Context: an optimization exercise on an open-source flow, tuned for small area and a short achievable clock period. The choices shown serve that exercise and are no tape-out recipe.
Function was checked by simulation only, so behaviour that the tests miss may differ from the original.

--- design.v ---
module MUL_E (
    input logic [31:0] rs1,
    input logic [31:0] rs2,
    input logic [1:0] mul_op,  
    output logic [63:0] E_product,
    output logic negate,
    output logic [31:0] opA,
    output logic [31:0] opB
);
always_comb begin
    E_product = 64'b0;
    case (mul_op)
        2'b00: begin  
            opA    = (rs1[31]) ? (~rs1 + 1) : rs1;   
            opB    = (rs2[31]) ? (~rs2 + 1) : rs2;
            negate = rs1[31] ^ rs2[31];
        end
        2'b01: begin  
            opA    = (rs1[31]) ? (~rs1 + 1) : rs1;
            opB    = (rs2[31]) ? (~rs2 + 1) : rs2;
            negate = rs1[31] ^ rs2[31];
        end
        2'b10: begin  
            opA    = (rs1[31]) ? (~rs1 + 1) : rs1;  
            opB    = rs2;                            
            negate = rs1[31];
        end
        2'b11: begin  
            opA    = rs1;
            opB    = rs2;
            negate = 1'b0;
        end
    endcase
    for (int i = 0; i < 11; i++) begin
        if (opA[i]) E_product += {32'b0, opB} << i;
    end
end
endmodule
module MUL_M (
    input logic [31:0] opA,
    input logic [31:0] opB,
    input logic negate,
    input logic [63:0] E_product,
    output logic [63:0] M_product
);
always_comb begin
    M_product = E_product;
    for (int i = 11; i < 22; i++) begin
        if (opA[i]) M_product += {32'b0, opB} << i;
    end
end
endmodule
module MUL_W (
    input logic [31:0] opA,
    input logic [31:0] opB,
    input logic negate,
    input logic [1:0] mul_op,  
    input logic [63:0] M_product,
    output logic [31:0] rd
);
logic [63:0] W_product;
logic [63:0] corrected;
always_comb begin
    W_product = M_product;
    for (int i = 22; i < 32; i++) begin
        if (opA[i]) W_product += {32'b0, opB} << i;
    end
    corrected = negate ? (~W_product + 1) : W_product;
end
always_comb begin
    case (mul_op)
        2'b00: rd = corrected[31:0];    
        2'b01: rd = corrected[63:32];   
        2'b10: rd = corrected[63:32];   
        2'b11: rd = corrected[63:32];   
    endcase
end
endmodule
`timescale 1ns / 1ps
module MUL_wrapper
(
    input logic clk,
    input logic rst,
    input logic [31:0] rs1,
    input logic [31:0] rs2,
    input logic [1:0] mul_op,  
    input logic valid_in,
    output logic [31:0] rd,
    output logic ready_out
);
    logic [31:0] e_opA, e_opB;
    logic        e_negate;
    logic [63:0] e_product;
    logic [31:0] m_opA, m_opB;
    logic        m_negate;
    logic [63:0] m_e_product;
    logic [1:0]  m_mul_op;
    logic        m_valid;
    logic [63:0] m_product;
    logic [31:0] w_opA, w_opB;
    logic        w_negate;
    logic [63:0] w_m_product;
    logic [1:0]  w_mul_op;
    logic        w_valid;
    MUL_E mul_e (
        .rs1(rs1),
        .rs2(rs2),
        .mul_op(mul_op),
        .E_product(e_product),
        .negate(e_negate),
        .opA(e_opA),
        .opB(e_opB)
    );
    always_ff @(posedge clk or posedge rst) begin
        if (rst) begin
            m_opA      <= 0;
            m_opB      <= 0;
            m_negate   <= 0;
            m_e_product <= 0;
            m_mul_op   <= 0;
            m_valid    <= 0;
        end else begin
            m_opA      <= e_opA;
            m_opB      <= e_opB;
            m_negate   <= e_negate;
            m_e_product <= e_product;
            m_mul_op   <= mul_op;
            m_valid    <= valid_in;
        end
    end
    MUL_M mul_m (
        .opA(m_opA),
        .opB(m_opB),
        .negate(m_negate),
        .E_product(m_e_product),
        .M_product(m_product)
    );
    always_ff @(posedge clk or posedge rst) begin
        if (rst) begin
            w_opA       <= 0;
            w_opB       <= 0;
            w_negate    <= 0;
            w_m_product <= 0;
            w_mul_op    <= 0;
            w_valid     <= 0;
        end else begin
            w_opA       <= m_opA;
            w_opB       <= m_opB;
            w_negate    <= m_negate;
            w_m_product <= m_product;
            w_mul_op    <= m_mul_op;
            w_valid     <= m_valid;
        end
    end
    MUL_W mul_w (
        .opA(w_opA),
        .opB(w_opB),
        .negate(w_negate),
        .mul_op(w_mul_op),
        .M_product(w_m_product),
        .rd(rd)
    );
    assign ready_out = w_valid;
endmodule
--- run.sh ---
#!/bin/bash
# synth_recipe.tcl (not shown) runs the flow's synth.tcl, then flattens the netlist and writes it again
# the make line also repeats each setting of config.mk as NAME=value (left out here)
make -C /OpenROAD-flow-scripts/flow DESIGN_CONFIG=/design/flow/config.mk WORK_HOME=/design/flow/orfs CLKGATE_MAP_FILE= SYNTH_SCRIPT=/design/flow/synth_recipe.tcl finish
--- config.mk ---
export PLATFORM = sky130hd
export DESIGN_NAME = MUL_wrapper
export DESIGN_NICKNAME = MUL_wrapper
export VERILOG_FILES = /design/flow/design.v
export SDC_FILE = /design/flow/constraint.sdc
export NUM_CORES = 4
export LEC_CHECK = 0
export CAP_MARGIN = 20
export CORE_MARGIN = 2
export CORE_UTILIZATION = 40
export SLEW_MARGIN = 20
--- constraint.sdc ---
create_clock -name core_clock -period 24.0 [get_ports {clk}]
set_input_delay 4.8000 -clock core_clock [delete_from_list [all_inputs] [get_ports {clk}]]
set_output_delay 4.8000 -clock core_clock [all_outputs]
set_load 0.01 [all_outputs]
==> impl_metrics.py <==
metrics = {
    "clock_network": {
        "cts.clk_slew.worst_paths_ns": 0.08,
        "numCtsBuffers": 17,
        "cts_tree": "yes",
        "cts_sinks": 200,
        "clock_path_buffers": 2,
        "htreeDepth": 4,
        "cts_root_buf": "clkbuf_16",
        "clock_latency_ns": 0.54,
    },
    "critical_path": {
        "reg2regPathDepth": 94,
        "cp-start-kind": "flop",
        "cp_common_cell": "buf_4",
        "cpMaxStageDelayCell": "dfrtp_2",
        "rrSetupSlack_ns": 3.03,
        "worstSetupPathType": "flop to output pin",
        "worstPathMaxFanout": 6,
        "cp-end-kind": "output pin",
        "required_ns": 19.20,
        "max_stage_delay_ns": 0.45,
        "arrival_ns": 18.46,
    },
    "die": {
        "rows": 154,
        "fp.dieW_um": 424,
        "die_h_um": 424,
        "initial_utilization": 0.402,
        "core-area_um2": 176000,
        "pin_count": 102,
        "die_area_um2": 180000,
    },
    "synthesis": {
        "yosysSeqAreaShare": 0.0710,
        "synthArstFlopShare": 1.00,
        "synth_area_leaders": "ha_1 (18%), dfrtp_1 (7.1%), xnor2_1 (6.6%), a21oi_1 (6.4%), nand2_1 (5.1%)",
        "synthesis.area_um2": 70500,
        "synth_warnings": 4,
        "synthCells": 9858,
        "synth_area_leader_cell": "ha_1",
        "synth_top_area_frac": 0.183,
        "ys_seq_elements": 200,
        "synth_area_per_cell_um2": 7.15,
        "synth_cell_types": 112,
        "synth-edff-count": 0,
        "synthFlopType": "dfrtp_1",
        "synth_nets": 10988,
    },
    "routing": {
        "avgRoutedWirePerCell_um": 21.3,
        "drtAntennaViolNets": 0,
        "drc": 0,
        "drtIter0Drc": 5607,
        "wl_um": 275000,
        "via_count": 78413,
        "first_pass_iters": 6,
        "viasPerCell": 6.08,
    },
    "sta": {
        "finalSetupViolations": 0,
        "hold_viol_final": 0,
        "max_freq_mhz": 43.0,
        "tightest_slew_ns": 1.20,
        "worst_hold_slack_ns": 0.353,
        "layout_min_cycle_time_ns": 23.26,
        "setup_tns_ns": 0,
        "relSlewSlack": 0.178,
        "final.period_utilization": 0.969,
        "setup_ws_ns": 0.739,
        "clock_skew_ns": 0.0245,
        "finalMaxSlewViolations": 0,
    },
    "run": {
        "max_cap_viol_count": 0,
    },
    "grt": {
        "grt_pass1_wl_um": 421000,
        "grt_pass1_vias": 76020,
        "grt.overflow.total": 0,
        "grt_use_total": 0.291,
        "antenna_found_initial": 15,
        "grt_max_degree": 87,
    },
    "place": {
        "dp_cells": 12760,
        "pre_cts_ws_ns": -1.00,
        "post-dp-hpwl_um": 228000,
        "io_buffer_count": 101,
        "routabilityCongestion": 0.993,
        "place_area_um2": 79300,
    },
    "cells_and_area": {
        "final_cell_mix": "ha_1 (993), nand2_1 (957), nor2_1 (914)",
        "layout.cells.most_common": "ha_1",
        "area_growth_pct": 16.1,
        "nNetsFinal": 11640,
        "final_core_util": 0.466,
        "fin_area_um2": 81800,
        "fin_cells": 12891,
        "drive_gt1_frac": 0.145,
    },
    "min_path": {
        "hold_depth": 0,
        "min_path_type": "flop to flop",
    },
    "run_status": {
        "outcome": "timing/DRC/antenna clean",
    },
}
## Yosys cell counts (116+ instances only)
cell type,number
a211oi_1,127
a21o_1,382
a21oi_1,907
a31oi_1,121
clkbuf_1,250
dfrtp_1,200
ha_1,1030
inv_1,423
mux2_2,233
nand2_1,960
nand2b_1,152
nand3_1,242
nor2_1,923
nor2b_1,116
nor3_1,232
o21a_1,228
o21ai_0,643
xnor2_1,535
xor2_1,295
## cell type report
type	instances	area, µm²
well taps	2340	2930
multi-input cells	8924	64200
clock buffers	17	425
clock inverters	14	171
fillers	17582	93700
flip-flops and latches	200	5020
diodes	29	72.6
inverters	429	1620
repair buffers	938	7370
## worst paths after layout
kind                                          start                   endpoint
max in group asynchronous                       rst         w_negate$_DFF_PP0_
worst max register to register   m_opB[1]$_DFF_PP0_  w_m_product[50]$_DFF_PP0_
worst min-delay path            m_opA[23]$_DFF_PP0_        w_opA[23]$_DFF_PP0_
min in group asynchronous                       rst        m_opB[22]$_DFF_PP0_
worst max-delay path             w_opB[1]$_DFF_PP0_                     rd[29]
worst min register to register  m_opA[23]$_DFF_PP0_        w_opA[23]$_DFF_PP0_
## critical path: cells and delay by family (launching register included)
family | cells | cell delay (ns)
muxes | 3 | 0.76
buffers and inverters | 10 | 1.58
AOI/OAI and AO/OA | 36 | 7.48
DFF | 1 | 0.45
and+or+nand+nor | 21 | 3.17
adders and majority gates | 10 | 3.09
xor gates and xnor gates | 8 | 1.39
## kinds of logic after synthesis
group / synth area share
fa+ha+maj: 0.192
flops: 0.0710
compound gates: 0.325
xor+xnor: 0.103
mux: 0.0498
buf+inv: 0.0394
simple gates: 0.220
## what timing repair did
action	4_1_cts	5_1_grt
hold buffers	0	0
pin swaps	17	70
setup endpoints to repair	16	24
hold endpoints to repair	0	0
resized for setup	63	262
setup buffers	16	54
## sequential cells by signal, summed over array words and instances, names as in the netlist
name	count
m_opA	21
m_e_product	43
w_mul_op	2
w_valid	1
w_m_product	54
w_negate	1
m_opB	32
m_mul_op	2
w_opA	10
m_valid	1
w_opB	32
m_negate	1
## routing by layer
| metal | vias to the layer above | GRT usage | routed length [µm] | part of all wire |
|---|---|---|---|---|
| li1 | 38065 | - | - | - |
| met1 | 37379 | 0.339 | 111000 | 0.41 |
| met2 | 2302 | 0.520 | 133000 | 0.48 |
| met3 | 665 | 0.0255 | 12300 | 0.045 |
| met4 | 2 | 0.170 | 18300 | 0.067 |
| met5 | - | 0 | 13 | 0.000047 |

afterwards: timing with drivers on the ports:
The flow's constraints put no driver on any port. The routed layout listed below was extracted and timed again, unchanged, in two steps.
Step 1 assumes that a clkbuf_16 drives the clock port and a buf_2 every other input.
Step 2 times the ports against the registers' clock, not the clock port: input delays grow and output delays shrink by t, the midpoint of the rising clock arrivals with the driver on.
a / b / c = ideal ports / drivers / drivers and shift; a / b = the first two.
t (ns): 0.607
setup WS [ns]: 0.739 / 0.665 / 0.604
cell pins on the clock port's net: 1
After both steps this run still meets setup and hold. The setup slack of this run moves by -0.074 ns with the drivers and by -0.135 ns with both steps.
